This design comes from an exercise in tuning for small area, a short achievable clock period and few clock cycles per item on the open sky130 flow, not from production work.
In this exercise RTL edits were held to simulation tests only and were not proved equivalent to the original.

## flow/design.v (module list and top-level ports; edited modules follow where they fit)
// module lms_core: 4499 lines
// module lms_gp: 11 lines
// module lms_g: 8 lines
// module lms_fa: 10 lines
module lms_core #(
    parameter WIDTH = 16,
    parameter FRAC  = 8
)(
    input wire clk,
    input wire rst,
    input wire start,
    input wire signed [WIDTH-1:0] x_in,
    input wire signed [WIDTH-1:0] d_in,
    output wire signed [WIDTH-1:0] y_out,
    output wire signed [WIDTH-1:0] e_out,
    output reg done
);
  // ...
==> flow/run.sh <==
#!/bin/bash
# synth_recipe.tcl (not shown) runs the flow's synth.tcl, then flattens the netlist and writes it again
# the make line also repeats each setting of config.mk as NAME=value (left out here)
make -C /OpenROAD-flow-scripts/flow DESIGN_CONFIG=/design/flow/config.mk WORK_HOME=/design/flow/orfs CLKGATE_MAP_FILE= SYNTH_SCRIPT=/design/flow/synth_recipe.tcl finish
==> flow/config.mk <==
export PLATFORM = sky130hd
export DESIGN_NAME = lms_core
export DESIGN_NICKNAME = lms_core
export VERILOG_FILES = /design/flow/design.v
export SDC_FILE = /design/flow/constraint.sdc
export NUM_CORES = 4
export LEC_CHECK = 0
export CAP_MARGIN = 20
export CORE_MARGIN = 2
export CORE_UTILIZATION = 55
export CTS_BUF_LIST = sky130_fd_sc_hd__clkbuf_4 sky130_fd_sc_hd__clkbuf_8
export SETUP_SLACK_MARGIN = 3.0
export SLEW_MARGIN = 20
export SYNTH_HIERARCHICAL = 1
export SYNTH_MINIMUM_KEEP_SIZE = 0
==> flow/constraint.sdc <==
create_clock -name core_clock -period 8.0 [get_ports {clk}]
set_input_delay 1.6000 -clock core_clock [delete_from_list [all_inputs] [get_ports {clk}]]
set_output_delay 1.6000 -clock core_clock [all_outputs]
set_load 0.01 [all_outputs]
==> flow_metrics.env, run 1 <==
export IMPL_status="no timing/DRC/antenna violations"
export IMPL_critical_path_depth=16
export IMPL_rsz0062_at_grt="true"
export IMPL_cts_resized=436
export IMPL_num_clock_buffers=136
export IMPL_top_routing_layer_in_use="met5"
export IMPL_synth_compound_gate_area_share_pct=8.82
export IMPL_finish_cell_count_without_fillers=7050
export IMPL_floorplan_initialDensity_pct=55.3
export IMPL_route_final_wire_length_um=197000
export IMPL_n_all_inverters=306
export IMPL_dpl_cell_area_um2=57200
export IMPL_share_of_synthesized_cell_area_in_and_or_nand_and_nor_gates_pct=9.74
export IMPL_place_congestion=0.990
export IMPL_clock_path_buffers=3
export IMPL_cap_violations=0
export IMPL_synth_most_common_cell="sky130_fd_sc_hd__mux2i_1"
export IMPL_largest_family_of_logic_cells_by_synthesized_area="adder cells"
export IMPL_achievable_frequency_mhz=190
export IMPL_detailroute_wirelength_met2_um=84200
export IMPL_synthXorXnorAreaFrac_pct=14.2
export IMPL_final_critical_period_ns=5.26
export IMPL_post_route_cell_area_um2=63100
export IMPL_grt_met1_usage_pct=50.0
export IMPL_clock_root_buffer="sky130_fd_sc_hd__clkbuf_8"
export IMPL_required_ns=8.62
export IMPL_ys_async_sr_fraction_pct=0
Testbench counts, summed over its fixed seeds: cycles 6,144, items 2,048.
==> run 2, diff against run 1 <==
--- a/flow/design.v
+++ b/flow/design.v
@@ -3361,17 +3361,17 @@
     wire ez2002 = (era[11] ^ erb[11]) ~^ (era[10] | erb[10]);
     wire ez2003 = (era[12] ^ erb[12]) ~^ (era[11] | erb[11]);
     wire ez2004 = (era[13] ^ erb[13]) ~^ (era[12] | erb[12]);
     wire ez2005 = (era[14] ^ erb[14]) ~^ (era[13] | erb[13]);
     wire ez2006 = (era[15] ^ erb[15]) ~^ (era[14] | erb[14]);
     wire ez2007 = (era[16] ^ erb[16]) ~^ (era[15] | erb[15]);
     wire e_zero = ez1992 & ez1993 & ez1994 & ez1995 & ez1996 & ez1997 & ez1998 & ez1999 & ez2000 & ez2001 & ez2002 & ez2003 & ez2004 & ez2005 & ez2006 & ez2007;
     assign e_out = {eas1991, eas1990, eas1989, eas1988, eas1987, eas1986, eas1985, eas1984, eas1983, eas1982, eas1981, eas1980, eas1979, eas1978, eas1977, eas1976};
-    wire upd_n = done & e_out[15];
+    wire e_neg = e_out[15];
     wire upd = done & ~e_zero;
     wire [15:0] t0 = {{7{x0[15]}}, x0[15:7]};
     wire [15:0] t1 = {{7{x1[15]}}, x1[15:7]};
     wire [15:0] t2 = {{7{x2[15]}}, x2[15:7]};
     wire [15:0] t3 = {{7{x3[15]}}, x3[15:7]};
     wire [15:0] t4 = {{7{x4[15]}}, x4[15:7]};
     wire [15:0] t5 = {{7{x5[15]}}, x5[15:7]};
     wire [15:0] t6 = {{7{x6[15]}}, x6[15:7]};
@@ -3383,19 +3383,18 @@
     wire [9:0] dv1s = {t2[8], t2[8:0]} - {t3[8], t3[8:0]};
     wire [15:0] du1 = {{6{du1s[9]}}, du1s}, dv1 = {{6{dv1s[9]}}, dv1s};
     wire [9:0] du2s = {t4[8], t4[8:0]} + {t5[8], t5[8:0]};
     wire [9:0] dv2s = {t4[8], t4[8:0]} - {t5[8], t5[8:0]};
     wire [15:0] du2 = {{6{du2s[9]}}, du2s}, dv2 = {{6{dv2s[9]}}, dv2s};
     wire [9:0] du3s = {t6[8], t6[8:0]} + {t7[8], t7[8:0]};
     wire [9:0] dv3s = {t6[8], t6[8:0]} - {t7[8], t7[8:0]};
     wire [15:0] du3 = {{6{du3s[9]}}, du3s}, dv3 = {{6{dv3s[9]}}, dv3s};
-    wire [15:0] m16 = {16{upd_n}};
-    wire [15:0] g16 = {16{upd}};
-    wire [15:0] du0g = (du0 & g16) ^ m16;
+    wire [15:0] m16 = {16{e_neg}};
+    wire [15:0] du0g = du0 ^ m16;
     wire u0ax2009 = u0[0] ^ du0g[0];
     wire u0ax2010 = u0[1] ^ du0g[1];
     wire u0ax2011 = u0[2] ^ du0g[2];
     wire u0ax2012 = u0[3] ^ du0g[3];
     wire u0ax2013 = u0[4] ^ du0g[4];
     wire u0ax2014 = u0[5] ^ du0g[5];
     wire u0ax2015 = u0[6] ^ du0g[6];
     wire u0ax2016 = u0[7] ^ du0g[7];
@@ -3419,17 +3418,17 @@
     wire u0ag2034 = u0[9] & du0g[9];
     wire u0ag2035 = u0[10] & du0g[10];
     wire u0ag2036 = u0[11] & du0g[11];
     wire u0ag2037 = u0[12] & du0g[12];
     wire u0ag2038 = u0[13] & du0g[13];
     wire u0ag2039 = u0[14] & du0g[14];
     wire u0ag2040 = u0[15] & du0g[15];
     wire u0ag2041;
-    lms_g gq2041 (.g1(u0ag2025), .p1(u0ax2009), .g0(upd_n), .g(u0ag2041));
+    lms_g gq2041 (.g1(u0ag2025), .p1(u0ax2009), .g0(e_neg), .g(u0ag2041));
     wire u0ag2042, u0ap2042;
     lms_gp gp2042 (.g1(u0ag2027), .p1(u0ax2011), .g0(u0ag2026), .p0(u0ax2010), .g(u0ag2042), .p(u0ap2042));
     wire u0ag2043, u0ap2043;
     lms_gp gp2043 (.g1(u0ag2029), .p1(u0ax2013), .g0(u0ag2028), .p0(u0ax2012), .g(u0ag2043), .p(u0ap2043));
     wire u0ag2044, u0ap2044;
     lms_gp gp2044 (.g1(u0ag2031), .p1(u0ax2015), .g0(u0ag2030), .p0(u0ax2014), .g(u0ag2044), .p(u0ap2044));
     wire u0ag2045, u0ap2045;
     lms_gp gp2045 (.g1(u0ag2033), .p1(u0ax2017), .g0(u0ag2032), .p0(u0ax2016), .g(u0ag2045), .p(u0ap2045));
@@ -3484,34 +3483,35 @@
     wire u0ag2070;
     lms_g gq2070 (.g1(u0ag2062), .p1(u0ap2062), .g0(u0ag2060), .g(u0ag2070));
     wire u0ag2071;
     lms_g gq2071 (.g1(u0ag2063), .p1(u0ap2063), .g0(u0ag2060), .g(u0ag2071));
     wire u0ag2072;
     lms_g gq2072 (.g1(u0ag2064), .p1(u0ap2064), .g0(u0ag2060), .g(u0ag2072));
     wire u0ag2073;
     lms_g gq2073 (.g1(u0ag2040), .p1(u0ax2024), .g0(u0ag2072), .g(u0ag2073));
-    wire u0as2074 = u0ax2009 ^ upd_n;
+    wire u0as2074 = u0ax2009 ^ e_neg;
     wire u0as2075 = u0ax2010 ^ u0ag2041;
     wire u0as2076 = u0ax2011 ^ u0ag2049;
     wire u0as2077 = u0ax2012 ^ u0ag2050;
     wire u0as2078 = u0ax2013 ^ u0ag2057;
     wire u0as2079 = u0ax2014 ^ u0ag2058;
     wire u0as2080 = u0ax2015 ^ u0ag2059;
     wire u0as2081 = u0ax2016 ^ u0ag2060;
     wire u0as2082 = u0ax2017 ^ u0ag2065;
     wire u0as2083 = u0ax2018 ^ u0ag2066;
     wire u0as2084 = u0ax2019 ^ u0ag2067;
     wire u0as2085 = u0ax2020 ^ u0ag2068;
     wire u0as2086 = u0ax2021 ^ u0ag2069;
     wire u0as2087 = u0ax2022 ^ u0ag2070;
     wire u0as2088 = u0ax2023 ^ u0ag2071;
     wire u0as2089 = u0ax2024 ^ u0ag2072;
-    wire [15:0] u0n = {u0as2089, u0as2088, u0as2087, u0as2086, u0as2085, u0as2084, u0as2083, u0as2082, u0as2081, u0as2080, u0as2079, u0as2078, u0as2077, u0as2076, u0as2075, u0as2074};
-    wire [15:0] du1g = (du1 & g16) ^ m16;
+    wire [15:0] u0s = {u0as2089, u0as2088, u0as2087, u0as2086, u0as2085, u0as2084, u0as2083, u0as2082, u0as2081, u0as2080, u0as2079, u0as2078, u0as2077, u0as2076, u0as2075, u0as2074};
+    wire [15:0] u0n = upd ? u0s : u0;
+    wire [15:0] du1g = du1 ^ m16;
     wire u1ax2090 = u1[0] ^ du1g[0];
     wire u1ax2091 = u1[1] ^ du1g[1];
     wire u1ax2092 = u1[2] ^ du1g[2];
     wire u1ax2093 = u1[3] ^ du1g[3];
     wire u1ax2094 = u1[4] ^ du1g[4];
     wire u1ax2095 = u1[5] ^ du1g[5];
     wire u1ax2096 = u1[6] ^ du1g[6];
     wire u1ax2097 = u1[7] ^ du1g[7];
@@ -3535,17 +3535,17 @@
     wire u1ag2115 = u1[9] & du1g[9];
     wire u1ag2116 = u1[10] & du1g[10];
     wire u1ag2117 = u1[11] & du1g[11];
     wire u1ag2118 = u1[12] & du1g[12];
     wire u1ag2119 = u1[13] & du1g[13];
     wire u1ag2120 = u1[14] & du1g[14];
     wire u1ag2121 = u1[15] & du1g[15];
     wire u1ag2122;
-    lms_g gq2122 (.g1(u1ag2106), .p1(u1ax2090), .g0(upd_n), .g(u1ag2122));
+    lms_g gq2122 (.g1(u1ag2106), .p1(u1ax2090), .g0(e_neg), .g(u1ag2122));
     wire u1ag2123, u1ap2123;
     lms_gp gp2123 (.g1(u1ag2108), .p1(u1ax2092), .g0(u1ag2107), .p0(u1ax2091), .g(u1ag2123), .p(u1ap2123));
     wire u1ag2124, u1ap2124;
     lms_gp gp2124 (.g1(u1ag2110), .p1(u1ax2094), .g0(u1ag2109), .p0(u1ax2093), .g(u1ag2124), .p(u1ap2124));
     wire u1ag2125, u1ap2125;
     lms_gp gp2125 (.g1(u1ag2112), .p1(u1ax2096), .g0(u1ag2111), .p0(u1ax2095), .g(u1ag2125), .p(u1ap2125));
     wire u1ag2126, u1ap2126;
     lms_gp gp2126 (.g1(u1ag2114), .p1(u1ax2098), .g0(u1ag2113), .p0(u1ax2097), .g(u1ag2126), .p(u1ap2126));
@@ -3600,34 +3600,35 @@
     wire u1ag2151;
     lms_g gq2151 (.g1(u1ag2143), .p1(u1ap2143), .g0(u1ag2141), .g(u1ag2151));
     wire u1ag2152;
     lms_g gq2152 (.g1(u1ag2144), .p1(u1ap2144), .g0(u1ag2141), .g(u1ag2152));
     wire u1ag2153;
     lms_g gq2153 (.g1(u1ag2145), .p1(u1ap2145), .g0(u1ag2141), .g(u1ag2153));
     wire u1ag2154;
     lms_g gq2154 (.g1(u1ag2121), .p1(u1ax2105), .g0(u1ag2153), .g(u1ag2154));
-    wire u1as2155 = u1ax2090 ^ upd_n;
+    wire u1as2155 = u1ax2090 ^ e_neg;
     wire u1as2156 = u1ax2091 ^ u1ag2122;
     wire u1as2157 = u1ax2092 ^ u1ag2130;
     wire u1as2158 = u1ax2093 ^ u1ag2131;
     wire u1as2159 = u1ax2094 ^ u1ag2138;
     wire u1as2160 = u1ax2095 ^ u1ag2139;
     wire u1as2161 = u1ax2096 ^ u1ag2140;
     wire u1as2162 = u1ax2097 ^ u1ag2141;
     wire u1as2163 = u1ax2098 ^ u1ag2146;
     wire u1as2164 = u1ax2099 ^ u1ag2147;
     wire u1as2165 = u1ax2100 ^ u1ag2148;
     wire u1as2166 = u1ax2101 ^ u1ag2149;
     wire u1as2167 = u1ax2102 ^ u1ag2150;
     wire u1as2168 = u1ax2103 ^ u1ag2151;
     wire u1as2169 = u1ax2104 ^ u1ag2152;
     wire u1as2170 = u1ax2105 ^ u1ag2153;
-    wire [15:0] u1n = {u1as2170, u1as2169, u1as2168, u1as2167, u1as2166, u1as2165, u1as2164, u1as2163, u1as2162, u1as2161, u1as2160, u1as2159, u1as2158, u1as2157, u1as2156, u1as2155};
-    wire [15:0] du2g = (du2 & g16) ^ m16;
+    wire [15:0] u1s = {u1as2170, u1as2169, u1as2168, u1as2167, u1as2166, u1as2165, u1as2164, u1as2163, u1as2162, u1as2161, u1as2160, u1as2159, u1as2158, u1as2157, u1as2156, u1as2155};
+    wire [15:0] u1n = upd ? u1s : u1;
+    wire [15:0] du2g = du2 ^ m16;
     wire u2ax2171 = u2[0] ^ du2g[0];
     wire u2ax2172 = u2[1] ^ du2g[1];
     wire u2ax2173 = u2[2] ^ du2g[2];
     wire u2ax2174 = u2[3] ^ du2g[3];
     wire u2ax2175 = u2[4] ^ du2g[4];
     wire u2ax2176 = u2[5] ^ du2g[5];
     wire u2ax2177 = u2[6] ^ du2g[6];
     wire u2ax2178 = u2[7] ^ du2g[7];
@@ -3651,17 +3652,17 @@
     wire u2ag2196 = u2[9] & du2g[9];
     wire u2ag2197 = u2[10] & du2g[10];
     wire u2ag2198 = u2[11] & du2g[11];
     wire u2ag2199 = u2[12] & du2g[12];
     wire u2ag2200 = u2[13] & du2g[13];
     wire u2ag2201 = u2[14] & du2g[14];
     wire u2ag2202 = u2[15] & du2g[15];
     wire u2ag2203;
-    lms_g gq2203 (.g1(u2ag2187), .p1(u2ax2171), .g0(upd_n), .g(u2ag2203));
+    lms_g gq2203 (.g1(u2ag2187), .p1(u2ax2171), .g0(e_neg), .g(u2ag2203));
     wire u2ag2204, u2ap2204;
     lms_gp gp2204 (.g1(u2ag2189), .p1(u2ax2173), .g0(u2ag2188), .p0(u2ax2172), .g(u2ag2204), .p(u2ap2204));
     wire u2ag2205, u2ap2205;
     lms_gp gp2205 (.g1(u2ag2191), .p1(u2ax2175), .g0(u2ag2190), .p0(u2ax2174), .g(u2ag2205), .p(u2ap2205));
     wire u2ag2206, u2ap2206;
     lms_gp gp2206 (.g1(u2ag2193), .p1(u2ax2177), .g0(u2ag2192), .p0(u2ax2176), .g(u2ag2206), .p(u2ap2206));
     wire u2ag2207, u2ap2207;
     lms_gp gp2207 (.g1(u2ag2195), .p1(u2ax2179), .g0(u2ag2194), .p0(u2ax2178), .g(u2ag2207), .p(u2ap2207));
@@ -3716,34 +3717,35 @@
     wire u2ag2232;
     lms_g gq2232 (.g1(u2ag2224), .p1(u2ap2224), .g0(u2ag2222), .g(u2ag2232));
     wire u2ag2233;
     lms_g gq2233 (.g1(u2ag2225), .p1(u2ap2225), .g0(u2ag2222), .g(u2ag2233));
     wire u2ag2234;
     lms_g gq2234 (.g1(u2ag2226), .p1(u2ap2226), .g0(u2ag2222), .g(u2ag2234));
     wire u2ag2235;
     lms_g gq2235 (.g1(u2ag2202), .p1(u2ax2186), .g0(u2ag2234), .g(u2ag2235));
-    wire u2as2236 = u2ax2171 ^ upd_n;
+    wire u2as2236 = u2ax2171 ^ e_neg;
     wire u2as2237 = u2ax2172 ^ u2ag2203;
     wire u2as2238 = u2ax2173 ^ u2ag2211;
     wire u2as2239 = u2ax2174 ^ u2ag2212;
     wire u2as2240 = u2ax2175 ^ u2ag2219;
     wire u2as2241 = u2ax2176 ^ u2ag2220;
     wire u2as2242 = u2ax2177 ^ u2ag2221;
     wire u2as2243 = u2ax2178 ^ u2ag2222;
     wire u2as2244 = u2ax2179 ^ u2ag2227;
     wire u2as2245 = u2ax2180 ^ u2ag2228;
     wire u2as2246 = u2ax2181 ^ u2ag2229;
     wire u2as2247 = u2ax2182 ^ u2ag2230;
     wire u2as2248 = u2ax2183 ^ u2ag2231;
     wire u2as2249 = u2ax2184 ^ u2ag2232;
     wire u2as2250 = u2ax2185 ^ u2ag2233;
     wire u2as2251 = u2ax2186 ^ u2ag2234;
-    wire [15:0] u2n = {u2as2251, u2as2250, u2as2249, u2as2248, u2as2247, u2as2246, u2as2245, u2as2244, u2as2243, u2as2242, u2as2241, u2as2240, u2as2239, u2as2238, u2as2237, u2as2236};
-    wire [15:0] du3g = (du3 & g16) ^ m16;
+    wire [15:0] u2s = {u2as2251, u2as2250, u2as2249, u2as2248, u2as2247, u2as2246, u2as2245, u2as2244, u2as2243, u2as2242, u2as2241, u2as2240, u2as2239, u2as2238, u2as2237, u2as2236};
+    wire [15:0] u2n = upd ? u2s : u2;
+    wire [15:0] du3g = du3 ^ m16;
     wire u3ax2252 = u3[0] ^ du3g[0];
     wire u3ax2253 = u3[1] ^ du3g[1];
     wire u3ax2254 = u3[2] ^ du3g[2];
     wire u3ax2255 = u3[3] ^ du3g[3];
     wire u3ax2256 = u3[4] ^ du3g[4];
     wire u3ax2257 = u3[5] ^ du3g[5];
     wire u3ax2258 = u3[6] ^ du3g[6];
     wire u3ax2259 = u3[7] ^ du3g[7];
@@ -3767,17 +3769,17 @@
     wire u3ag2277 = u3[9] & du3g[9];
     wire u3ag2278 = u3[10] & du3g[10];
     wire u3ag2279 = u3[11] & du3g[11];
     wire u3ag2280 = u3[12] & du3g[12];
     wire u3ag2281 = u3[13] & du3g[13];
     wire u3ag2282 = u3[14] & du3g[14];
     wire u3ag2283 = u3[15] & du3g[15];
     wire u3ag2284;
-    lms_g gq2284 (.g1(u3ag2268), .p1(u3ax2252), .g0(upd_n), .g(u3ag2284));
+    lms_g gq2284 (.g1(u3ag2268), .p1(u3ax2252), .g0(e_neg), .g(u3ag2284));
     wire u3ag2285, u3ap2285;
     lms_gp gp2285 (.g1(u3ag2270), .p1(u3ax2254), .g0(u3ag2269), .p0(u3ax2253), .g(u3ag2285), .p(u3ap2285));
     wire u3ag2286, u3ap2286;
     lms_gp gp2286 (.g1(u3ag2272), .p1(u3ax2256), .g0(u3ag2271), .p0(u3ax2255), .g(u3ag2286), .p(u3ap2286));
     wire u3ag2287, u3ap2287;
     lms_gp gp2287 (.g1(u3ag2274), .p1(u3ax2258), .g0(u3ag2273), .p0(u3ax2257), .g(u3ag2287), .p(u3ap2287));
     wire u3ag2288, u3ap2288;
     lms_gp gp2288 (.g1(u3ag2276), .p1(u3ax2260), .g0(u3ag2275), .p0(u3ax2259), .g(u3ag2288), .p(u3ap2288));
@@ -3832,34 +3834,35 @@
     wire u3ag2313;
     lms_g gq2313 (.g1(u3ag2305), .p1(u3ap2305), .g0(u3ag2303), .g(u3ag2313));
     wire u3ag2314;
     lms_g gq2314 (.g1(u3ag2306), .p1(u3ap2306), .g0(u3ag2303), .g(u3ag2314));
     wire u3ag2315;
     lms_g gq2315 (.g1(u3ag2307), .p1(u3ap2307), .g0(u3ag2303), .g(u3ag2315));
     wire u3ag2316;
     lms_g gq2316 (.g1(u3ag2283), .p1(u3ax2267), .g0(u3ag2315), .g(u3ag2316));
-    wire u3as2317 = u3ax2252 ^ upd_n;
+    wire u3as2317 = u3ax2252 ^ e_neg;
     wire u3as2318 = u3ax2253 ^ u3ag2284;
     wire u3as2319 = u3ax2254 ^ u3ag2292;
     wire u3as2320 = u3ax2255 ^ u3ag2293;
     wire u3as2321 = u3ax2256 ^ u3ag2300;
     wire u3as2322 = u3ax2257 ^ u3ag2301;
     wire u3as2323 = u3ax2258 ^ u3ag2302;
     wire u3as2324 = u3ax2259 ^ u3ag2303;
     wire u3as2325 = u3ax2260 ^ u3ag2308;
     wire u3as2326 = u3ax2261 ^ u3ag2309;
     wire u3as2327 = u3ax2262 ^ u3ag2310;
     wire u3as2328 = u3ax2263 ^ u3ag2311;
     wire u3as2329 = u3ax2264 ^ u3ag2312;
     wire u3as2330 = u3ax2265 ^ u3ag2313;
     wire u3as2331 = u3ax2266 ^ u3ag2314;
     wire u3as2332 = u3ax2267 ^ u3ag2315;
-    wire [15:0] u3n = {u3as2332, u3as2331, u3as2330, u3as2329, u3as2328, u3as2327, u3as2326, u3as2325, u3as2324, u3as2323, u3as2322, u3as2321, u3as2320, u3as2319, u3as2318, u3as2317};
-    wire [15:0] dv0g = (dv0 & g16) ^ m16;
+    wire [15:0] u3s = {u3as2332, u3as2331, u3as2330, u3as2329, u3as2328, u3as2327, u3as2326, u3as2325, u3as2324, u3as2323, u3as2322, u3as2321, u3as2320, u3as2319, u3as2318, u3as2317};
+    wire [15:0] u3n = upd ? u3s : u3;
+    wire [15:0] dv0g = dv0 ^ m16;
     wire v0ax2333 = v0[0] ^ dv0g[0];
     wire v0ax2334 = v0[1] ^ dv0g[1];
     wire v0ax2335 = v0[2] ^ dv0g[2];
     wire v0ax2336 = v0[3] ^ dv0g[3];
     wire v0ax2337 = v0[4] ^ dv0g[4];
     wire v0ax2338 = v0[5] ^ dv0g[5];
     wire v0ax2339 = v0[6] ^ dv0g[6];
     wire v0ax2340 = v0[7] ^ dv0g[7];
@@ -3883,17 +3886,17 @@
     wire v0ag2358 = v0[9] & dv0g[9];
     wire v0ag2359 = v0[10] & dv0g[10];
     wire v0ag2360 = v0[11] & dv0g[11];
     wire v0ag2361 = v0[12] & dv0g[12];
     wire v0ag2362 = v0[13] & dv0g[13];
     wire v0ag2363 = v0[14] & dv0g[14];
     wire v0ag2364 = v0[15] & dv0g[15];
     wire v0ag2365;
-    lms_g gq2365 (.g1(v0ag2349), .p1(v0ax2333), .g0(upd_n), .g(v0ag2365));
+    lms_g gq2365 (.g1(v0ag2349), .p1(v0ax2333), .g0(e_neg), .g(v0ag2365));
     wire v0ag2366, v0ap2366;
     lms_gp gp2366 (.g1(v0ag2351), .p1(v0ax2335), .g0(v0ag2350), .p0(v0ax2334), .g(v0ag2366), .p(v0ap2366));
     wire v0ag2367, v0ap2367;
     lms_gp gp2367 (.g1(v0ag2353), .p1(v0ax2337), .g0(v0ag2352), .p0(v0ax2336), .g(v0ag2367), .p(v0ap2367));
     wire v0ag2368, v0ap2368;
     lms_gp gp2368 (.g1(v0ag2355), .p1(v0ax2339), .g0(v0ag2354), .p0(v0ax2338), .g(v0ag2368), .p(v0ap2368));
     wire v0ag2369, v0ap2369;
     lms_gp gp2369 (.g1(v0ag2357), .p1(v0ax2341), .g0(v0ag2356), .p0(v0ax2340), .g(v0ag2369), .p(v0ap2369));
@@ -3948,34 +3951,35 @@
     wire v0ag2394;
     lms_g gq2394 (.g1(v0ag2386), .p1(v0ap2386), .g0(v0ag2384), .g(v0ag2394));
     wire v0ag2395;
     lms_g gq2395 (.g1(v0ag2387), .p1(v0ap2387), .g0(v0ag2384), .g(v0ag2395));
     wire v0ag2396;
     lms_g gq2396 (.g1(v0ag2388), .p1(v0ap2388), .g0(v0ag2384), .g(v0ag2396));
     wire v0ag2397;
     lms_g gq2397 (.g1(v0ag2364), .p1(v0ax2348), .g0(v0ag2396), .g(v0ag2397));
-    wire v0as2398 = v0ax2333 ^ upd_n;
+    wire v0as2398 = v0ax2333 ^ e_neg;
     wire v0as2399 = v0ax2334 ^ v0ag2365;
     wire v0as2400 = v0ax2335 ^ v0ag2373;
     wire v0as2401 = v0ax2336 ^ v0ag2374;
     wire v0as2402 = v0ax2337 ^ v0ag2381;
     wire v0as2403 = v0ax2338 ^ v0ag2382;
     wire v0as2404 = v0ax2339 ^ v0ag2383;
     wire v0as2405 = v0ax2340 ^ v0ag2384;
     wire v0as2406 = v0ax2341 ^ v0ag2389;
     wire v0as2407 = v0ax2342 ^ v0ag2390;
     wire v0as2408 = v0ax2343 ^ v0ag2391;
     wire v0as2409 = v0ax2344 ^ v0ag2392;
     wire v0as2410 = v0ax2345 ^ v0ag2393;
     wire v0as2411 = v0ax2346 ^ v0ag2394;
     wire v0as2412 = v0ax2347 ^ v0ag2395;
     wire v0as2413 = v0ax2348 ^ v0ag2396;
-    wire [15:0] v0n = {v0as2413, v0as2412, v0as2411, v0as2410, v0as2409, v0as2408, v0as2407, v0as2406, v0as2405, v0as2404, v0as2403, v0as2402, v0as2401, v0as2400, v0as2399, v0as2398};
-    wire [15:0] dv1g = (dv1 & g16) ^ m16;
+    wire [15:0] v0s = {v0as2413, v0as2412, v0as2411, v0as2410, v0as2409, v0as2408, v0as2407, v0as2406, v0as2405, v0as2404, v0as2403, v0as2402, v0as2401, v0as2400, v0as2399, v0as2398};
+    wire [15:0] v0n = upd ? v0s : v0;
+    wire [15:0] dv1g = dv1 ^ m16;
     wire v1ax2414 = v1[0] ^ dv1g[0];
     wire v1ax2415 = v1[1] ^ dv1g[1];
     wire v1ax2416 = v1[2] ^ dv1g[2];
     wire v1ax2417 = v1[3] ^ dv1g[3];
     wire v1ax2418 = v1[4] ^ dv1g[4];
     wire v1ax2419 = v1[5] ^ dv1g[5];
     wire v1ax2420 = v1[6] ^ dv1g[6];
     wire v1ax2421 = v1[7] ^ dv1g[7];
@@ -3999,17 +4003,17 @@
     wire v1ag2439 = v1[9] & dv1g[9];
     wire v1ag2440 = v1[10] & dv1g[10];
     wire v1ag2441 = v1[11] & dv1g[11];
     wire v1ag2442 = v1[12] & dv1g[12];
     wire v1ag2443 = v1[13] & dv1g[13];
     wire v1ag2444 = v1[14] & dv1g[14];
     wire v1ag2445 = v1[15] & dv1g[15];
     wire v1ag2446;
-    lms_g gq2446 (.g1(v1ag2430), .p1(v1ax2414), .g0(upd_n), .g(v1ag2446));
+    lms_g gq2446 (.g1(v1ag2430), .p1(v1ax2414), .g0(e_neg), .g(v1ag2446));
     wire v1ag2447, v1ap2447;
     lms_gp gp2447 (.g1(v1ag2432), .p1(v1ax2416), .g0(v1ag2431), .p0(v1ax2415), .g(v1ag2447), .p(v1ap2447));
     wire v1ag2448, v1ap2448;
     lms_gp gp2448 (.g1(v1ag2434), .p1(v1ax2418), .g0(v1ag2433), .p0(v1ax2417), .g(v1ag2448), .p(v1ap2448));
     wire v1ag2449, v1ap2449;
     lms_gp gp2449 (.g1(v1ag2436), .p1(v1ax2420), .g0(v1ag2435), .p0(v1ax2419), .g(v1ag2449), .p(v1ap2449));
     wire v1ag2450, v1ap2450;
     lms_gp gp2450 (.g1(v1ag2438), .p1(v1ax2422), .g0(v1ag2437), .p0(v1ax2421), .g(v1ag2450), .p(v1ap2450));
@@ -4064,34 +4068,35 @@
     wire v1ag2475;
     lms_g gq2475 (.g1(v1ag2467), .p1(v1ap2467), .g0(v1ag2465), .g(v1ag2475));
     wire v1ag2476;
     lms_g gq2476 (.g1(v1ag2468), .p1(v1ap2468), .g0(v1ag2465), .g(v1ag2476));
     wire v1ag2477;
     lms_g gq2477 (.g1(v1ag2469), .p1(v1ap2469), .g0(v1ag2465), .g(v1ag2477));
     wire v1ag2478;
     lms_g gq2478 (.g1(v1ag2445), .p1(v1ax2429), .g0(v1ag2477), .g(v1ag2478));
-    wire v1as2479 = v1ax2414 ^ upd_n;
+    wire v1as2479 = v1ax2414 ^ e_neg;
     wire v1as2480 = v1ax2415 ^ v1ag2446;
     wire v1as2481 = v1ax2416 ^ v1ag2454;
     wire v1as2482 = v1ax2417 ^ v1ag2455;
     wire v1as2483 = v1ax2418 ^ v1ag2462;
     wire v1as2484 = v1ax2419 ^ v1ag2463;
     wire v1as2485 = v1ax2420 ^ v1ag2464;
     wire v1as2486 = v1ax2421 ^ v1ag2465;
     wire v1as2487 = v1ax2422 ^ v1ag2470;
     wire v1as2488 = v1ax2423 ^ v1ag2471;
     wire v1as2489 = v1ax2424 ^ v1ag2472;
     wire v1as2490 = v1ax2425 ^ v1ag2473;
     wire v1as2491 = v1ax2426 ^ v1ag2474;
     wire v1as2492 = v1ax2427 ^ v1ag2475;
     wire v1as2493 = v1ax2428 ^ v1ag2476;
     wire v1as2494 = v1ax2429 ^ v1ag2477;
-    wire [15:0] v1n = {v1as2494, v1as2493, v1as2492, v1as2491, v1as2490, v1as2489, v1as2488, v1as2487, v1as2486, v1as2485, v1as2484, v1as2483, v1as2482, v1as2481, v1as2480, v1as2479};
-    wire [15:0] dv2g = (dv2 & g16) ^ m16;
+    wire [15:0] v1s = {v1as2494, v1as2493, v1as2492, v1as2491, v1as2490, v1as2489, v1as2488, v1as2487, v1as2486, v1as2485, v1as2484, v1as2483, v1as2482, v1as2481, v1as2480, v1as2479};
+    wire [15:0] v1n = upd ? v1s : v1;
+    wire [15:0] dv2g = dv2 ^ m16;
     wire v2ax2495 = v2[0] ^ dv2g[0];
     wire v2ax2496 = v2[1] ^ dv2g[1];
     wire v2ax2497 = v2[2] ^ dv2g[2];
     wire v2ax2498 = v2[3] ^ dv2g[3];
     wire v2ax2499 = v2[4] ^ dv2g[4];
     wire v2ax2500 = v2[5] ^ dv2g[5];
     wire v2ax2501 = v2[6] ^ dv2g[6];
     wire v2ax2502 = v2[7] ^ dv2g[7];
@@ -4115,17 +4120,17 @@
     wire v2ag2520 = v2[9] & dv2g[9];
     wire v2ag2521 = v2[10] & dv2g[10];
     wire v2ag2522 = v2[11] & dv2g[11];
     wire v2ag2523 = v2[12] & dv2g[12];
     wire v2ag2524 = v2[13] & dv2g[13];
     wire v2ag2525 = v2[14] & dv2g[14];
     wire v2ag2526 = v2[15] & dv2g[15];
     wire v2ag2527;
-    lms_g gq2527 (.g1(v2ag2511), .p1(v2ax2495), .g0(upd_n), .g(v2ag2527));
+    lms_g gq2527 (.g1(v2ag2511), .p1(v2ax2495), .g0(e_neg), .g(v2ag2527));
     wire v2ag2528, v2ap2528;
     lms_gp gp2528 (.g1(v2ag2513), .p1(v2ax2497), .g0(v2ag2512), .p0(v2ax2496), .g(v2ag2528), .p(v2ap2528));
     wire v2ag2529, v2ap2529;
     lms_gp gp2529 (.g1(v2ag2515), .p1(v2ax2499), .g0(v2ag2514), .p0(v2ax2498), .g(v2ag2529), .p(v2ap2529));
     wire v2ag2530, v2ap2530;
     lms_gp gp2530 (.g1(v2ag2517), .p1(v2ax2501), .g0(v2ag2516), .p0(v2ax2500), .g(v2ag2530), .p(v2ap2530));
     wire v2ag2531, v2ap2531;
     lms_gp gp2531 (.g1(v2ag2519), .p1(v2ax2503), .g0(v2ag2518), .p0(v2ax2502), .g(v2ag2531), .p(v2ap2531));
@@ -4180,34 +4185,35 @@
     wire v2ag2556;
     lms_g gq2556 (.g1(v2ag2548), .p1(v2ap2548), .g0(v2ag2546), .g(v2ag2556));
     wire v2ag2557;
     lms_g gq2557 (.g1(v2ag2549), .p1(v2ap2549), .g0(v2ag2546), .g(v2ag2557));
     wire v2ag2558;
     lms_g gq2558 (.g1(v2ag2550), .p1(v2ap2550), .g0(v2ag2546), .g(v2ag2558));
     wire v2ag2559;
     lms_g gq2559 (.g1(v2ag2526), .p1(v2ax2510), .g0(v2ag2558), .g(v2ag2559));
-    wire v2as2560 = v2ax2495 ^ upd_n;
+    wire v2as2560 = v2ax2495 ^ e_neg;
     wire v2as2561 = v2ax2496 ^ v2ag2527;
     wire v2as2562 = v2ax2497 ^ v2ag2535;
     wire v2as2563 = v2ax2498 ^ v2ag2536;
     wire v2as2564 = v2ax2499 ^ v2ag2543;
     wire v2as2565 = v2ax2500 ^ v2ag2544;
     wire v2as2566 = v2ax2501 ^ v2ag2545;
     wire v2as2567 = v2ax2502 ^ v2ag2546;
     wire v2as2568 = v2ax2503 ^ v2ag2551;
     wire v2as2569 = v2ax2504 ^ v2ag2552;
     wire v2as2570 = v2ax2505 ^ v2ag2553;
     wire v2as2571 = v2ax2506 ^ v2ag2554;
     wire v2as2572 = v2ax2507 ^ v2ag2555;
     wire v2as2573 = v2ax2508 ^ v2ag2556;
     wire v2as2574 = v2ax2509 ^ v2ag2557;
     wire v2as2575 = v2ax2510 ^ v2ag2558;
-    wire [15:0] v2n = {v2as2575, v2as2574, v2as2573, v2as2572, v2as2571, v2as2570, v2as2569, v2as2568, v2as2567, v2as2566, v2as2565, v2as2564, v2as2563, v2as2562, v2as2561, v2as2560};
-    wire [15:0] dv3g = (dv3 & g16) ^ m16;
+    wire [15:0] v2s = {v2as2575, v2as2574, v2as2573, v2as2572, v2as2571, v2as2570, v2as2569, v2as2568, v2as2567, v2as2566, v2as2565, v2as2564, v2as2563, v2as2562, v2as2561, v2as2560};
+    wire [15:0] v2n = upd ? v2s : v2;
+    wire [15:0] dv3g = dv3 ^ m16;
     wire v3ax2576 = v3[0] ^ dv3g[0];
     wire v3ax2577 = v3[1] ^ dv3g[1];
     wire v3ax2578 = v3[2] ^ dv3g[2];
     wire v3ax2579 = v3[3] ^ dv3g[3];
     wire v3ax2580 = v3[4] ^ dv3g[4];
     wire v3ax2581 = v3[5] ^ dv3g[5];
     wire v3ax2582 = v3[6] ^ dv3g[6];
     wire v3ax2583 = v3[7] ^ dv3g[7];
@@ -4231,17 +4237,17 @@
     wire v3ag2601 = v3[9] & dv3g[9];
     wire v3ag2602 = v3[10] & dv3g[10];
     wire v3ag2603 = v3[11] & dv3g[11];
     wire v3ag2604 = v3[12] & dv3g[12];
     wire v3ag2605 = v3[13] & dv3g[13];
     wire v3ag2606 = v3[14] & dv3g[14];
     wire v3ag2607 = v3[15] & dv3g[15];
     wire v3ag2608;
-    lms_g gq2608 (.g1(v3ag2592), .p1(v3ax2576), .g0(upd_n), .g(v3ag2608));
+    lms_g gq2608 (.g1(v3ag2592), .p1(v3ax2576), .g0(e_neg), .g(v3ag2608));
     wire v3ag2609, v3ap2609;
     lms_gp gp2609 (.g1(v3ag2594), .p1(v3ax2578), .g0(v3ag2593), .p0(v3ax2577), .g(v3ag2609), .p(v3ap2609));
     wire v3ag2610, v3ap2610;
     lms_gp gp2610 (.g1(v3ag2596), .p1(v3ax2580), .g0(v3ag2595), .p0(v3ax2579), .g(v3ag2610), .p(v3ap2610));
     wire v3ag2611, v3ap2611;
     lms_gp gp2611 (.g1(v3ag2598), .p1(v3ax2582), .g0(v3ag2597), .p0(v3ax2581), .g(v3ag2611), .p(v3ap2611));
     wire v3ag2612, v3ap2612;
     lms_gp gp2612 (.g1(v3ag2600), .p1(v3ax2584), .g0(v3ag2599), .p0(v3ax2583), .g(v3ag2612), .p(v3ap2612));
@@ -4296,33 +4302,34 @@
     wire v3ag2637;
     lms_g gq2637 (.g1(v3ag2629), .p1(v3ap2629), .g0(v3ag2627), .g(v3ag2637));
     wire v3ag2638;
     lms_g gq2638 (.g1(v3ag2630), .p1(v3ap2630), .g0(v3ag2627), .g(v3ag2638));
     wire v3ag2639;
     lms_g gq2639 (.g1(v3ag2631), .p1(v3ap2631), .g0(v3ag2627), .g(v3ag2639));
     wire v3ag2640;
     lms_g gq2640 (.g1(v3ag2607), .p1(v3ax2591), .g0(v3ag2639), .g(v3ag2640));
-    wire v3as2641 = v3ax2576 ^ upd_n;
+    wire v3as2641 = v3ax2576 ^ e_neg;
     wire v3as2642 = v3ax2577 ^ v3ag2608;
     wire v3as2643 = v3ax2578 ^ v3ag2616;
     wire v3as2644 = v3ax2579 ^ v3ag2617;
     wire v3as2645 = v3ax2580 ^ v3ag2624;
     wire v3as2646 = v3ax2581 ^ v3ag2625;
     wire v3as2647 = v3ax2582 ^ v3ag2626;
     wire v3as2648 = v3ax2583 ^ v3ag2627;
     wire v3as2649 = v3ax2584 ^ v3ag2632;
     wire v3as2650 = v3ax2585 ^ v3ag2633;
     wire v3as2651 = v3ax2586 ^ v3ag2634;
     wire v3as2652 = v3ax2587 ^ v3ag2635;
     wire v3as2653 = v3ax2588 ^ v3ag2636;
     wire v3as2654 = v3ax2589 ^ v3ag2637;
     wire v3as2655 = v3ax2590 ^ v3ag2638;
     wire v3as2656 = v3ax2591 ^ v3ag2639;
-    wire [15:0] v3n = {v3as2656, v3as2655, v3as2654, v3as2653, v3as2652, v3as2651, v3as2650, v3as2649, v3as2648, v3as2647, v3as2646, v3as2645, v3as2644, v3as2643, v3as2642, v3as2641};
+    wire [15:0] v3s = {v3as2656, v3as2655, v3as2654, v3as2653, v3as2652, v3as2651, v3as2650, v3as2649, v3as2648, v3as2647, v3as2646, v3as2645, v3as2644, v3as2643, v3as2642, v3as2641};
+    wire [15:0] v3n = upd ? v3s : v3;
     always @(posedge clk) begin
         if (rst) begin
             x0 <= 16'd0; x1 <= 16'd0; x2 <= 16'd0; x3 <= 16'd0;
             x4 <= 16'd0; x5 <= 16'd0; x6 <= 16'd0; x7 <= 16'd0;
             u0 <= 16'd0; u1 <= 16'd0; u2 <= 16'd0; u3 <= 16'd0;
             v0 <= 16'd0; v1 <= 16'd0; v2 <= 16'd0; v3 <= 16'd0;
             ph1 <= 1'b0; ph2 <= 1'b0; done <= 1'b0;
         end else begin
==> run 2 against run 1 <==
- utilization rose by 0.70 points
- maximum frequency rose by 1.3%
- register-to-register slack improved by 0.07 ns
- synthesized cell count rose by 0.27%
- critical path type unchanged
==> flow_metrics.env, run 2 <==
export IMPL_fin_hold_ws_ns=0.510
export IMPL_worst_r2r_path_depth=16
export IMPL_status="no timing/DRC/antenna violations"
export IMPL_cap_violations=0
export IMPL_synthDominantAreaCellType="sky130_fd_sc_hd__fa_1"
export IMPL_rsz0062_at_grt="true"
export IMPL_firstDrtPassIters=6
export IMPL_post_synthesis_area_per_instance_um2=10.1
export IMPL_route_vias_total=41100
export IMPL_drtAntennaViolNets=0
export IMPL_ys_async_sr_fraction_pct=0
export IMPL_required_ns=8.58
export IMPL_timing_critical_path_mode_cell="sky130_fd_sc_hd__fa_2"
export IMPL_synth_sequential_area_ratio_pct=18.0
export IMPL_clk_latency_ns=0.75
export IMPL_top_routing_layer_in_use="met5"
export IMPL_kind_of_capture_point_of_the_worst_setup_path="register"
export IMPL_timing_worst_setup_path_type="reg -> reg"
export IMPL_finalSetupTns_ns=0
export IMPL_synth_common_cells="636 x sky130_fd_sc_hd__mux2i_1, 577 x sky130_fd_sc_hd__fa_1, 524 x sky130_fd_sc_hd__a21o_1, 521 x sky130_fd_sc_hd__xnor2_1, 510 x sky130_fd_sc_hd__dfxtp_1"
export IMPL_detailroute_wirelength_met2_um=86100
export IMPL_timing_final_crit_share_pct=64.9
export IMPL_synth_cell_area_um2=56600
export IMPL_worst_path_max_fanout=8
export IMPL_floorplan_core_area_um2=102000
export IMPL_io_buffers=67
export IMPL_final_nets=6750
export IMPL_tritoncts_num_sinks=510
export IMPL_netlist_top_cells_area="sky130_fd_sc_hd__fa_1 20%, sky130_fd_sc_hd__dfxtp_1 18%, sky130_fd_sc_hd__mux2i_1 11%"
export IMPL_row_count=117
export IMPL_syn2layout_area_growth_pct=13.2
export IMPL_final_core_util_pct=62.8
export IMPL_total_half_perimeter_wirelength_after_legalization_and_detailed_placement_um=153000
export IMPL_route_final_wire_length_um=199000
export IMPL_synth_cell_types=52
export IMPL_placed_cells=6718
export IMPL_clock_path_buffers=3
export IMPL_route_layer_met1_wl_um=83600
export IMPL_antenna_violations_before_repair=16
export IMPL_multi_input_area_um2=45400
export IMPL_synth_top_flop_cell="sky130_fd_sc_hd__dfxtp_1"
export IMPL_largest_reg_flops=25
export IMPL_dieWidth_um=325
export IMPL_synth_most_common_cell="sky130_fd_sc_hd__mux2i_1"
export IMPL_setup_violations_final=0
export IMPL_grt_use_total_pct=37.2
export IMPL_via_count_of_the_first_global_routing_pass=41600
export IMPL_clock_root_buffer="sky130_fd_sc_hd__clkbuf_8"
export IMPL_detail_route_drc_violations=0
export IMPL_register_bit_count_reported_by_yosys=510
export IMPL_cts_htree_levels=3
export IMPL_seq_area_um2=10700
export IMPL_achievable_frequency_mhz=192
export IMPL_grt_start_max_net_pins=185
export IMPL_first_pass_grt_wire_length_um=284000
export IMPL_critical_path_depth=16
export IMPL_drive_gt1_share_pct=19.6
export IMPL_via_per_inst=5.80
export IMPL_startpoint_type_of_the_worst_setup_path="register"
export IMPL_number_of_enable_type_register_cells_in_the_synthesized_netlist=0
export IMPL_portion_of_synthesized_cell_area_occupied_by_the_leading_cell_type_pct=20.4
export IMPL_final_critical_period_ns=5.20
export IMPL_cp_slowest_cell="sky130_fd_sc_hd__fa_1"
export IMPL_slew_viol_final=0
export IMPL_largestRegisters="acc_a: 25 flops, acc_b: 24 flops"
export IMPL_path_cells="mux2i_2 -> xnor2_1 -> fa_1 -> fa_1 -> inv_1 -> ha_2 -> inv_1 -> a21o_1 -> a21o_1 -> a21o_4 -> a21o_1 -> nand2_2 -> fa_2 -> fa_2 -> fa_2 -> fa_2"
export IMPL_floorplan_initialDensity_pct=55.5
export IMPL_dr_first_iter_drc_count=3770
export IMPL_min_path_type="reg -> reg"
export IMPL_fillers=8542
export IMPL_worstPathBufferInverterCount=2
export IMPL_routed_wire_length_per_instance_um=28.1
export IMPL_clk_slew_on_worst_s_h_paths_ns=0.05
export IMPL_tritoncts_num_buffers=94
export IMPL_crit_arrival_ns=5.77
export IMPL_timing_critical_path_max_delay_family="adder cells"
export IMPL_final_hold_fails=0
export IMPL_place_congestion=0.984
export IMPL_final_cell_mix="611 x sky130_fd_sc_hd__mux2i_1, 506 x sky130_fd_sc_hd__a21o_1, 467 x sky130_fd_sc_hd__fa_1"
export IMPL_worst_hold_stages=2
export IMPL_met3RoutedLength_um=18700
export IMPL_die_area_um2=105000
export IMPL_cts_tree="yes"
export IMPL_max_slew_margin_pct=17.9
export IMPL_number_of_i_o_pins=68
export IMPL_actual_transition_at_the_worst_max_transition_pin_ns=1.23
export IMPL_synth_warning_count=7
export IMPL_final_common_cell="sky130_fd_sc_hd__mux2i_1"
export IMPL_fp_dieH_um=325
export IMPL_finish_cell_count_without_fillers=7085
export IMPL_max_stage_delay_ns=0.59
export IMPL_grt_overflow=0
export IMPL_max_flop_register="acc_a"
export IMPL_post_synthesis_cell_count=5621
export IMPL_finalClockSkew_ns=0.0502
-- run 2: worst paths after layout --
| check | start | endpoint | slack [ns] |
|---|---|---|---|
| min reg2reg | u1[4] | u1[4] | 0.51 |
| max reg2reg | eq1_2 | acc_b[17] | 2.80 |
| max | eq1_2 | acc_b[17] | 2.80 |
| min | u1[4] | u1[4] | 0.51 |
-- run 2: final cells by class --
type                    instances  area share [%]
well taps                    1368            2.67
diodes                          6          0.0234
clock buffers                 145            2.79
multi-input cells            4404            70.9
clock inverters                22           0.391
repair buffers                319            4.67
inverters                     311            1.87
flip-flops and latches        510            16.7
-- run 2: worst register-to-register path, cell delays in order (launching register included) --
cell and delay, ns:
sky130_fd_sc_hd__dfxtp_4 0.50, sky130_fd_sc_hd__mux2i_2 0.40, sky130_fd_sc_hd__xnor2_1 0.18, sky130_fd_sc_hd__fa_1 0.59
sky130_fd_sc_hd__fa_1 0.45, sky130_fd_sc_hd__inv_1 0.09, sky130_fd_sc_hd__ha_2 0.16, sky130_fd_sc_hd__inv_1 0.03
sky130_fd_sc_hd__a21o_1 0.17, sky130_fd_sc_hd__a21o_1 0.17, sky130_fd_sc_hd__a21o_4 0.24, sky130_fd_sc_hd__a21o_1 0.19
sky130_fd_sc_hd__nand2_2 0.08, sky130_fd_sc_hd__fa_2 0.45, sky130_fd_sc_hd__fa_2 0.37, sky130_fd_sc_hd__fa_2 0.54
sky130_fd_sc_hd__fa_2 0.42
-- run 2: modules after synthesis, one instance, submodules excluded --
| module | copies in the design | cell area, µm² | cells | flip-flops and latches |
|---|---|---|---|---|
| lms_fa | 552 | 20.0 | 1 | 0 |
| lms_g | 216 | 7.51 | 1 | 0 |
| lms_core | 1 | 39900 | 4263 | 510 |
| lms_gp | 295 | 13.8 | 2 | 0 |
-- run 2: repair_timing --
| action | CTS | global route |
|---|---|---|
| setup buffers | 96 | 93 |
| gates cloned | 3 | 1 |
| endpoints found under the setup margin | 147 | 108 |
| resized for setup | 459 | 295 |
| pin swaps | 76 | 172 |
| hold buffers | 0 | 0 |
-- run 2: cell families (layout without fill, tap and decap cells) --
family                   count (synthesis)  after routing  synth area share, %
adder cells (fa/ha/maj)               1075           1075                 31.4
AND/OR/NAND/NOR                        922            922                 8.67
XOR/XNOR                               896            896                 14.0
AO/OA/AOI/OAI                          824            824                 10.5
buffers and inverters                  708            797                 5.19
multiplexers                           684            684                 12.2
flip-flops                             510            510                 18.0
other                                    2              9               0.0133
-- run 2: per-layer routing --
metal  GRT usage, %  vias up
met2           56.6     1728
li1               -    18600
met4           18.2       14
met3           9.25      410
met5              0        -
met1           49.5    20300
-- run 2: stage by stage --
| stage | cell area (µm²) | worst slack [ns] |
|---|---|---|
| 6_report | 64000 | 2.80 |
| 5_1_grt | 64000 | 2.73 |
| 4_1_cts | 62000 | 2.76 |
| 3_5_place_dp | 58000 | 2.10 |
| 3_3_place_gp | 58000 | 2.20 |
| 2_1_floorplan | 56900 | 2.98 |
Testbench counts of run 2, summed over its fixed seeds: cycles 6,144, items 2,048.

-- port drivers added, routing unchanged --
No port has a modelled driver above. Below, the same layouts with a new extraction and two added sets of constraints.
Step 1, drivers: a clkbuf_16 drives clk and a buf_2 each remaining input, both assumed.
Step 2 times the ports against the registers' clock, not the clock port: input delays grow and output delays shrink by t, the midpoint of the rising clock arrivals with the driver on.
a / b / c = no drivers / after step 1 / after step 2; a / b = the first two.
| run | t, ns | setup WS [ns] | worst setup path after step 2 | slew at the worst register clock pin (ns) |
|---|---|---|---|---|
| run 1 | 0.844 | 2.739 / 2.739 / 2.739 | register to register | 0.07 / 0.07 |
| run 2 | 0.796 | 2.805 / 2.761 / 2.805 | register to register | 0.07 / 0.07 |
After both steps every run listed still meets setup and hold.
